Background: an optimization exercise with open tools, aiming at small area. Do not read the settings as production practice. In this exercise RTL edits were held to simulation tests only and were not proved equivalent to the original. Power is estimated from default activity; no workload was simulated.

Design ds18b20_top, start of the top module:
module ds18b20_top(
   input              sys_clk  ,
   input              sys_rst_n,
   output     [5:0]   dig_sel  ,
   output     [7:0]   dig_seg  ,
   output             tx       ,
   input              dq_in    ,
   output             dq_out   ,
   output             dq_oe
);
clock: 130.0 ns
lec_check: 0
cap_margin: 20
core_margin: 2
core_utilization: 70
cts_buf_list: sky130_fd_sc_hd__clkbuf_8
slew_margin: 20
standard.sh (not shown) runs the stock make flow with config.mk's settings and CLKGATE_MAP_FILE= SYNTH_SCRIPT=/design/flow/synth_recipe.tcl, a recipe that flattens the netlist after the stock synthesis.
==> flow/flow/run.sh <==
#!/bin/bash
# Layout flow: the standard flow (standard.sh) with three changes that only make
# the layout smaller:
#  - synthesis maps the logic with an area-oriented ABC script (my_synth.tcl, area.abc);
#  - ports are buffered with the smallest buffer, sky130_fd_sc_hd__buf_1;
#  - clock tree synthesis inserts no dummy loads.
set -euo pipefail
W=$PWD
export MY_WORK=$W
export MY_ABC_SCRIPT=$W/flow/area.abc
export CTS_ARGS="-sink_clustering_enable -repair_clock_nets -buf_list sky130_fd_sc_hd__clkbuf_16 -sink_clustering_size 30 -dont_use_dummy_load"
export BUFFER_PORTS_ARGS="-buffer_cell sky130_fd_sc_hd__buf_1"
sed "s#SYNTH_SCRIPT=[^ ]*#SYNTH_SCRIPT=$W/flow/my_synth.tcl#" standard.sh > my_standard.sh
bash my_standard.sh > flow.log 2>&1
==> flow/flow/area.abc <==
strash
&get -n
&fraig -x
&put
scorr
dc2
strash
&get -n
&deepsyn -T 60
&put
dch -f
amap -m -F 4 -A 8
==> flow/flow/my_synth.tcl <==
# The standard flow's synthesis script, unchanged, with its final technology mapping done by an
# area-oriented ABC script (flow/area.abc) instead of ORFS's speed script. ABC only
# remaps the combinational logic, so the registers are those of the standard synthesis.
proc abc {args} {
  set i [lsearch -exact $args -script]
  if {$i >= 0} { lset args [expr {$i + 1}] $::env(MY_ABC_SCRIPT) }
  yosys abc {*}$args
}
source $::env(MY_WORK)/synth_recipe.tcl
Next try:
--- a/flow/flow/run.sh
+++ b/flow/flow/run.sh
@@ -11 +11 @@
-export CTS_ARGS="-sink_clustering_enable -repair_clock_nets -buf_list sky130_fd_sc_hd__clkbuf_16 -sink_clustering_size 30 -dont_use_dummy_load"
+export CTS_ARGS="-sink_clustering_enable -repair_clock_nets -buf_list sky130_fd_sc_hd__clkbuf_8 -dont_use_dummy_load"
Result:
- The changed run passed the timing, design-rule and antenna checks
- clock-buffer cell count is unchanged
- via count is about the same
- clock skew increases by 0.011 ns
- global-route usage goes down by 0.52 points
- routed wire length drops by 0.82%
- register-to-register slack is about the same
- non-clock buffer count stays the same
- sequential power hardly moves
- worst hold slack gets better by 0.0084 ns
- worst setup slack improves by 0.059 ns
- final area came out lower by 1.6%

* * *

ds18b20_top, a different RTL version from the one above (not shown whole).
For scale: about 110 flip-flops, roughly 6900 µm² of cells after synthesis.
export LEC_CHECK = 0
export CAP_MARGIN = 20
export CORE_MARGIN = 2
export CORE_UTILIZATION = 70
export CTS_BUF_LIST = sky130_fd_sc_hd__clkbuf_8
export SLEW_MARGIN = 20
create_clock -name core_clock -period 130.0 [get_ports {sys_clk}]
run.sh (not shown) runs the stock make flow with config.mk's settings and CLKGATE_MAP_FILE= SYNTH_SCRIPT=/design/flow/synth_recipe.tcl, a recipe that flattens the netlist after the stock synthesis.
Stock flow here: none of the scripts above is used.
Next try:
==> flow/flow/run.sh (new file) <==
#!/bin/bash
# Layout flow: the standard flow (standard.sh) with three changes that only make
# the layout smaller:
#  - synthesis maps the logic with an area-oriented ABC script (my_synth.tcl, area.abc);
#  - ports are buffered with the smallest buffer, sky130_fd_sc_hd__buf_1;
#  - clock tree synthesis inserts no dummy loads.
set -euo pipefail
W=$PWD
export MY_WORK=$W
export MY_ABC_SCRIPT=$W/flow/area.abc
export CTS_ARGS="-sink_clustering_enable -repair_clock_nets -buf_list sky130_fd_sc_hd__clkbuf_8 -dont_use_dummy_load"
export BUFFER_PORTS_ARGS="-buffer_cell sky130_fd_sc_hd__buf_1"
sed "s#SYNTH_SCRIPT=[^ ]*#SYNTH_SCRIPT=$W/flow/my_synth.tcl#" standard.sh > my_standard.sh
bash my_standard.sh > flow.log 2>&1
==> flow/flow/area.abc (new file) <==
strash
&get -n
&fraig -x
&put
scorr
dc2
strash
&get -n
&deepsyn -T 20
&put
dch -f
amap
==> flow/flow/my_synth.tcl (new file) <==
# The standard flow's synthesis script, unchanged, with its final technology mapping done by an
# area-oriented ABC script (flow/area.abc) instead of ORFS's speed script. ABC only
# remaps the combinational logic, so the registers are those of the standard synthesis.
proc abc {args} {
  set i [lsearch -exact $args -script]
  if {$i >= 0} { lset args [expr {$i + 1}] $::env(MY_ABC_SCRIPT) }
  yosys abc {*}$args
}
source $::env(MY_WORK)/synth_recipe.tcl
==> flow/standard.sh (new file) <==
#!/bin/bash
# synth_recipe.tcl (not shown) runs the flow's synth.tcl, then flattens the netlist and writes it again
# the make line also repeats each setting of config.mk as NAME=value (left out here)
make -C /OpenROAD-flow-scripts/flow DESIGN_CONFIG=/design/flow/config.mk WORK_HOME=/design/flow/orfs CLKGATE_MAP_FILE= SYNTH_SCRIPT=/design/flow/synth_recipe.tcl "${@:-finish}"
removed: flow/run.sh
Result:
- core utilization goes up by 1.3 points
- worst hold slack got worse by 10 ps
- die area goes down by 12%
- first-iteration DRC count goes up by 17%
- synthesized cell count goes down by 6.3%
- global-route usage goes up by 0.49 points
- cell area goes down by 12%
- sequential share of layout area goes up by 5.2 points

## port drivers added, routing unchanged
Ports are ideal in the flow. The routed layouts listed here were re-timed in OpenROAD.
Step 1: set_driving_cell puts a clkbuf_16 on sys_clk and a buf_2 on each other input, an assumption about the parent block.
Step 2 also shifts input and output timing later by t, the mid clock arrival at the registers, as if the neighbouring blocks saw the same clock.
Three values: ideal ports, drivers, drivers and shift; two values: the first two.
| run | t (ns) | slack for setup (ns) | hold WS [ns] | worst register clock-pin slew, ns |
|---|---|---|---|---|
| the first run of note 1 | 0.376 | 98.961 / 98.922 / 99.298 | 0.403 / 0.403 / 0.403 | 0.07 / 0.07 |
| the second run of note 1 | 0.402 | 99.020 / 98.984 / 99.387 | 0.412 / 0.412 / 0.412 | 0.10 / 0.10 |
| the first run of note 2 | 0.415 | 99.682 / 99.645 / 100.060 | 0.411 / 0.411 / 0.411 | 0.11 / 0.11 |
| the second run of note 2 | 0.384 | 99.892 / 99.860 / 100.244 | 0.401 / 0.401 / 0.401 | 0.10 / 0.10 |
After both steps every run listed still meets setup and hold.
